This design comes from an exercise in tuning for small area, a short achievable clock period and few clock cycles on the open sky130 flow, not from production work.
Function was checked by simulation only, so behaviour that the tests miss may differ from the original.

Setup of old:
// risc_v
module risc_v(clk, rst, imem_addr, imem_rdata, dmem_addr, dmem_wdata, dmem_we, dmem_rdata);
    input clk, rst;
    output [31:0] imem_addr;
    input  [31:0] imem_rdata;
    output [31:0] dmem_addr;
    output [31:0] dmem_wdata;
    output dmem_we;
    input  [31:0] dmem_rdata;
    reg  [31:0] pc_f;
    wire [31:0] fi = imem_rdata;
    wire [2:0]  ff3 = fi[14:12];
    wire f_r    = (fi[6:2] == 5'b01100);
    wire f_i    = (fi[6:2] == 5'b00100);
    wire f_ld   = (fi[6:2] == 5'b00000);
    wire f_st   = (fi[6:2] == 5'b01000);
    wire f_br   = (fi[6:2] == 5'b11000);
    wire f_lui  = (fi[6:2] == 5'b01101);
    wire f_jal  = (fi[6:2] == 5'b11011);
    wire f_jalr = (fi[6:2] == 5'b11001);
    wire f_pred = f_jal | (f_br & fi[31]);
    wire [12:0] f_lo_j = {1'b0, pc_f[11:0]} + {1'b0, fi[20], fi[30:21], 1'b0};
    wire [12:0] f_lo_b = {1'b0, pc_f[11:0]} + {1'b0, fi[7], fi[30:25], fi[11:8], 1'b0};
    wire [11:0] f_lo   = f_jal ? f_lo_j[11:0] : f_lo_b[11:0];
    wire        f_c12  = f_jal ? f_lo_j[12] : f_lo_b[12];
    wire [31:0] f_seq  = pc_f + 32'd4;
    wire [31:0] f_next = f_pred ? {pc_f[31:12], f_lo} : f_seq;
    assign imem_addr = pc_f;
    wire r_we, r_ld, x_we;
    wire [4:0] rd_r, rd_x;
    wire f_use1 = ~(f_lui | f_jal);
    wire f_use2 = f_r | f_st | f_br;
  ...
export LEC_CHECK = 0
export CAP_MARGIN = 20
export CORE_MARGIN = 2
export CORE_UTILIZATION = 40
export PLACE_DENSITY = 0.5
export SETUP_SLACK_MARGIN = 5
export SLEW_MARGIN = 20
create_clock -name core_clock -period 10.0 [get_ports {clk}]
run.sh (not shown) runs the stock make flow with config.mk's settings and CLKGATE_MAP_FILE= SYNTH_SCRIPT=/design/flow/synth_recipe.tcl, a recipe that flattens the netlist after the stock synthesis.
old | stages: all done | timing, DRC, antenna: all pass
Testbench counts of old, summed over its fixed seeds: cycles 32,738.
The inputs of new differ from those of old as listed below.
- SETUP_SLACK_MARGIN removed (was 5)
- CAP_MARGIN changed from 20 to 40
- SLEW_MARGIN changed from 20 to 40
- TNS_END_PERCENT newly set to 30
==> flow/flow/run.sh (new file) <==
#!/bin/bash
set -euo pipefail
bash standard.sh SETUP_SLACK_MARGIN=6 finish > standard_flow.log 2>&1
==> flow/standard.sh (new file) <==
#!/bin/bash
# synth_recipe.tcl (not shown) runs the flow's synth.tcl, then flattens the netlist and writes it again
# the make line also repeats each setting of config.mk as NAME=value (left out here)
make -C /OpenROAD-flow-scripts/flow DESIGN_CONFIG=/design/flow/config.mk WORK_HOME=/design/flow/orfs CLKGATE_MAP_FILE= SYNTH_SCRIPT=/design/flow/synth_recipe.tcl "${@:-finish}"
removed: flow/run.sh
Findings:
Comparing old with new, the clock buffer and inverter area fraction after layout came out essentially unchanged. Cell area | new vs old | new larger. Compared with old, new shows a lower final period utilization. Re number of buffers on the longest clock path: no difference whatsoever between old and new. Arrival time of the worst setup path in new is 0.48 ns below old.


Setup of v28:
The RTL this note starts from:
==> flow/design.v <==
`timescale 1ns/1ns
module risc_v(clk, rst, imem_addr, imem_rdata, dmem_addr, dmem_wdata, dmem_we, dmem_rdata);
    input clk, rst;
    output [31:0] imem_addr;
    input  [31:0] imem_rdata;
    output [31:0] dmem_addr;
    output [31:0] dmem_wdata;
    output dmem_we;
    input  [31:0] dmem_rdata;
    reg  [31:0] pc_f;
    wire [31:0] fi = imem_rdata;
    wire [2:0]  ff3 = fi[14:12];
    wire f_r    = (fi[6:2] == 5'b01100);
    wire f_i    = (fi[6:2] == 5'b00100);
    wire f_ld   = (fi[6:2] == 5'b00000);
    wire f_st   = (fi[6:2] == 5'b01000);
    wire f_br   = (fi[6:2] == 5'b11000);
    wire f_lui  = (fi[6:2] == 5'b01101);
    wire f_jal  = (fi[6:2] == 5'b11011);
    wire f_jalr = (fi[6:2] == 5'b11001);
    wire f_pred = f_jal | (f_br & fi[31]);
    wire [12:0] f_lo_j = {1'b0, pc_f[11:0]} + {1'b0, fi[20], fi[30:21], 1'b0};
    wire [12:0] f_lo_b = {1'b0, pc_f[11:0]} + {1'b0, fi[7], fi[30:25], fi[11:8], 1'b0};
    wire [11:0] f_lo   = f_jal ? f_lo_j[11:0] : f_lo_b[11:0];
    wire        f_c12  = f_jal ? f_lo_j[12] : f_lo_b[12];
    wire [31:0] f_seq  = pc_f + 32'd4;
    wire [31:0] f_next = f_pred ? {pc_f[31:12], f_lo} : f_seq;
    assign imem_addr = pc_f;
    wire r_we, r_ld, x_we;
    wire [4:0] rd_r, rd_x;
    wire f_use1 = ~(f_lui | f_jal);
    wire f_use2 = f_r | f_st | f_br;
    wire f_rhit_a = r_we & (rd_r == fi[19:15]) & f_use1;
    wire f_rhit_b = r_we & (rd_r == fi[24:20]) & f_use2;
    wire f_xhit_a = x_we & (rd_x == fi[19:15]) & f_use1;
    wire f_xhit_b = x_we & (rd_x == fi[24:20]) & f_use2;
    wire f_hold   = r_ld & (f_rhit_a | f_rhit_b);
    wire f_fx_a = f_rhit_a;
    wire f_fx_b = f_rhit_b;
    wire f_fm_a = f_xhit_a & ~f_rhit_a;
    wire f_fm_b = f_xhit_b & ~f_rhit_b;
    reg  [31:1] f_sel_a, f_sel_b;
    integer n;
    always @(*) begin
        for (n = 1; n < 32; n = n + 1) begin
            f_sel_a[n] = (fi[19:15] == n) & f_use1 & ~f_rhit_a & ~f_xhit_a;
            f_sel_b[n] = (fi[24:20] == n) & f_use2 & ~f_rhit_b & ~f_xhit_b;
        end
    end
    wire f_add  = f_ld | f_st | f_lui | f_jal | ((f_r | f_i) & (ff3 == 3'b000));
    wire f_slt  = (f_r | f_i) & (ff3[2:1] == 2'b01);
    wire f_xor  = (f_r | f_i) & (ff3 == 3'b100);
    wire f_or   = (f_r | f_i) & (ff3 == 3'b110);
    wire f_and  = (f_r | f_i) & (ff3 == 3'b111);
    wire f_sub  = f_r & fi[30] & (ff3 == 3'b000);
    wire f_sgn  = ~(~f_br & (ff3 == 3'b011));
    wire f_we   = (f_r | f_i | f_ld | f_lui | f_jal | f_jalr) & (fi[11:7] != 5'd0);
    reg  [31:0] ir, pc_r;
    reg         v_r;
    reg  [31:1] sel_a, sel_b;
    reg         fx_a, fx_b, fm_a, fm_b;
    reg         q_add, q_slt, q_xor, q_or, q_and, q_sub, q_sgn, q_we, q_ld, q_st;
    reg         q_br, q_jal, q_jalr, q_lui, q_r, q_pred, q_c12;
    assign rd_r = ir[11:7];
    assign r_we = v_r & q_we;
    assign r_ld = q_ld;
    wire [31:0] res, wd_m;
    reg  [31:0] rf [1:31];
    reg  [31:0] a_rf, b_rf;
    integer k;
    always @(*) begin
        a_rf = ({32{fx_a}} & res) | ({32{fm_a}} & wd_m);
        b_rf = ({32{fx_b}} & res) | ({32{fm_b}} & wd_m);
        for (k = 1; k < 32; k = k + 1) begin
            a_rf = a_rf | ({32{sel_a[k]}} & rf[k]);
            b_rf = b_rf | ({32{sel_b[k]}} & rf[k]);
        end
    end
    wire [31:0] pc4_r = pc_r + 32'd4;
    wire [31:0] tgt_r = pc_r + (q_jal ? {{12{ir[31]}}, ir[19:12], ir[20], ir[30:21], 1'b0}
                                      : {{20{ir[31]}}, ir[7], ir[30:25], ir[11:8], 1'b0});
    wire r_bad = q_pred & (q_jal ? ~((~q_c12 & ({ir[31], ir[19:12]} == 9'h000)) |
                                     ( q_c12 & ({ir[31], ir[19:12]} == 9'h1ff)))
                                 : (q_c12 != ir[31]));
    wire [31:0] a_r   = q_jal ? pc4_r : a_rf;
    wire [31:0] imm_r = q_lui ? {ir[31:12], 12'd0} :
                        q_st  ? {{20{ir[31]}}, ir[31:25], ir[11:7]} :
                                {{20{ir[31]}}, ir[31:20]};
    wire [31:0] opb_r = (q_r | q_br) ? b_rf : (q_jal ? 32'd0 : imm_r);
    wire [31:0] alt_r = (q_br & ~ir[31]) ? tgt_r : pc4_r;
    reg  [31:0] a, opb, b, alt;
    reg  [4:0]  rd;
    reg  [1:0]  ct;       
    reg         v_x, pt;
    reg         k_add, k_slt, k_xor, k_or, k_and, k_sub, k_sgn, k_we, k_ld, k_st;
    reg         k_br, k_jalr;
    assign rd_x = rd;
    assign x_we = v_x & k_we;
    wire [31:0] d = k_sub ? (a - opb) : (a + opb);
    wire [31:0] x = a ^ opb;
    wire [31:0] ca = {a[31] ^ k_sgn, a[30:0]};
    wire [31:0] cb = {opb[31] ^ k_sgn, opb[30:0]};
    wire [31:0] l0 = ~ca & cb;
    wire [31:0] e0 = ~(ca ^ cb);
    wire [15:0] l1, e1;
    wire [7:0]  l2, e2;
    wire [3:0]  l3, e3;
    wire [1:0]  l4, e4;
    genvar gi;
    generate
        for (gi = 0; gi < 16; gi = gi + 1) begin : c1
            assign l1[gi] = l0[2*gi+1] | (e0[2*gi+1] & l0[2*gi]);
            assign e1[gi] = e0[2*gi+1] & e0[2*gi];
        end
        for (gi = 0; gi < 8; gi = gi + 1) begin : c2
            assign l2[gi] = l1[2*gi+1] | (e1[2*gi+1] & l1[2*gi]);
            assign e2[gi] = e1[2*gi+1] & e1[2*gi];
        end
        for (gi = 0; gi < 4; gi = gi + 1) begin : c3
            assign l3[gi] = l2[2*gi+1] | (e2[2*gi+1] & l2[2*gi]);
            assign e3[gi] = e2[2*gi+1] & e2[2*gi];
        end
        for (gi = 0; gi < 2; gi = gi + 1) begin : c4
            assign l4[gi] = l3[2*gi+1] | (e3[2*gi+1] & l3[2*gi]);
            assign e4[gi] = e3[2*gi+1] & e3[2*gi];
        end
    endgenerate
    wire lt = l4[1] | (e4[1] & l4[0]);
    wire eq = e4[1] & e4[0];
    assign res = ({32{k_add}} & d) |
                 {31'd0, k_slt & lt} |
                 ({32{k_xor}} & x) |
                 ({32{k_or}} & (a | opb)) |
                 ({32{k_and}} & (a & opb)) |
                 ({32{k_jalr}} & alt);
    reg  cond;
    always @(*) begin
        case (ct)
            2'b00: cond = eq;
            2'b01: cond = ~eq;
            2'b10: cond = lt;
            default: cond = ~lt;
        endcase
    end
    wire x_redirect = v_x & (k_jalr | (k_br & (cond != pt)));
    wire [31:0] x_target = k_jalr ? d : alt;
    wire r_redirect = v_r & r_bad;
    reg  [31:0] res_m, wdata_m;
    reg  [4:0]  rd_m;
    reg         we_m, ld_m, st_m;
    assign dmem_addr  = res_m;
    assign dmem_wdata = wdata_m;
    assign dmem_we    = st_m;
    assign wd_m = ld_m ? dmem_rdata : res_m;
    always @(posedge clk) begin
        if (we_m) rf[rd_m] <= wd_m;
    end
    always @(posedge clk or posedge rst) begin
        if (rst) begin
            pc_f <= 32'd0;
            v_r  <= 1'b0;
            v_x  <= 1'b0;
            we_m <= 1'b0;
            ld_m <= 1'b0;
            st_m <= 1'b0;
        end else begin
            pc_f <= x_redirect ? x_target : (r_redirect ? tgt_r : (f_hold ? pc_f : f_next));
            v_r  <= ~x_redirect & ~r_redirect & ~f_hold;
            v_x  <= v_r & ~x_redirect;
            we_m <= x_we;
            ld_m <= v_x & k_ld;
            st_m <= v_x & k_st;
        end
    end
    always @(posedge clk) begin
        ir     <= fi;
        pc_r   <= pc_f;
        sel_a  <= f_sel_a;
        sel_b  <= f_sel_b;
        fx_a   <= f_fx_a;
        fx_b   <= f_fx_b;
        fm_a   <= f_fm_a;
        fm_b   <= f_fm_b;
        q_add  <= f_add;
        q_slt  <= f_slt;
        q_xor  <= f_xor;
        q_or   <= f_or;
        q_and  <= f_and;
        q_sub  <= f_sub;
        q_sgn  <= f_sgn;
        q_we   <= f_we;
        q_ld   <= f_ld;
        q_st   <= f_st;
        q_br   <= f_br;
        q_jal  <= f_jal;
        q_jalr <= f_jalr;
        q_lui  <= f_lui;
        q_r    <= f_r;
        q_pred <= f_pred;
        q_c12  <= f_c12;
        a      <= a_r;
        opb    <= opb_r;
        b      <= b_rf;
        alt    <= alt_r;
        rd     <= rd_r;
        ct     <= {ir[14], ir[12]};
        pt     <= ir[31];
        k_add  <= q_add;
        k_slt  <= q_slt;
        k_xor  <= q_xor;
        k_or   <= q_or;
        k_and  <= q_and;
        k_sub  <= q_sub;
        k_sgn  <= q_sgn;
        k_we   <= q_we;
        k_ld   <= q_ld;
        k_st   <= q_st;
        k_br   <= q_br;
        k_jalr <= q_jalr;
        res_m   <= res;
        wdata_m <= b;
        rd_m    <= rd;
    end
endmodule
export LEC_CHECK = 0
export CAP_MARGIN = 40
export CORE_MARGIN = 2
export CORE_UTILIZATION = 50
export PLACE_DENSITY = 0.6
export SLEW_MARGIN = 40
create_clock -name core_clock -period 10.0 [get_ports {clk}]
standard.sh (not shown) runs the stock make flow with config.mk's settings and CLKGATE_MAP_FILE= SYNTH_SCRIPT=/design/flow/synth_recipe.tcl, a recipe that flattens the netlist after the stock synthesis.
==> flow/flow/run.sh <==
#!/bin/bash
set -euo pipefail
bash standard.sh SETUP_SLACK_MARGIN=6 finish > standard_flow.log 2>&1
v28: done, clean on timing, DRC and antenna
Testbench counts of v28, summed over its fixed seeds: cycles 32,738.
> inputs changed (v28 -> v57)
Settings: PLACE_DENSITY: 0.6 -> 0.5; CORE_UTILIZATION: 50 -> 40.
### Flow results
- Aggregate global-route resource usage, v28 and v57, lower one = v57.
- Compared with v28, v57 shows layout overhead on the synthesized area higher by 1.3 points.
- v57 vs v28: wire length of the first global-routing pass up
Input-level comparison between v8 and v57:
Settings: CAP_MARGIN changed from 40 to 20; SLEW_MARGIN changed from 40 to 20.
==> run summary <==
No crash in v8: every stage finished, but the layout fails its final checks due to max-capacitance violations, max-slew violations. Comparing v57 with v8, the clock skew came out essentially unchanged. Comparing v8 with v57, the area occupied by multi-input gates came out essentially unchanged. Higher sum of buffers and inverters on the critical path among v57 and v8: v8. Comparing register-to-register slack for v57 and v8, the smaller number came from v57. ~same worst hold-check slack in v57 and v8. Any difference in wire length of the first global-routing pass between v57 and v8 is small enough to ignore. [compare] base=v57 new=v8: cell area after layout shows a reduction of about 0.4%; post-CTS resize count shows an increase of about 3%; share of the cycle needed by the critical path after routing shows a reduction of 0.32 points.

afterwards: timing with drivers on the ports:
The results above use ideal ports. As a check the final layouts listed here were re-extracted and re-timed, cells and wires unchanged. Step 1, drivers: a clkbuf_16 drives clk and a buf_2 each remaining input, both assumed. Step 2 adds t to the input delays and takes it off the output delays; t is the mean of the earliest and latest rising clock arrival at the registers after step 1. Input paths then give back, and output paths get back, about the clock's delay inside the block. Slacks: ideal / step 1 / step 2; pairs: ideal / step 1.
run	t, ns	setup WS [ns]	worst setup path after step 2	clock arrival spread, ns
old	0.866	5.126 / 5.126 / 4.508	input to register	0.036 / 0.036
new	0.885	5.619 / 5.619 / 5.228	input to register	0.029 / 0.030
v28	0.864	5.698 / 5.698 / 5.271	input to register	0.045 / 0.044
v57	0.877	5.685 / 5.685 / 5.272	input to register	0.028 / 0.029
v8	0.885	5.717 / 5.717 / 5.290	input to register	0.031 / 0.030
For old, which loses most, drivers alone change the setup slack by 0.000 ns; drivers and shift together by -0.618 ns.
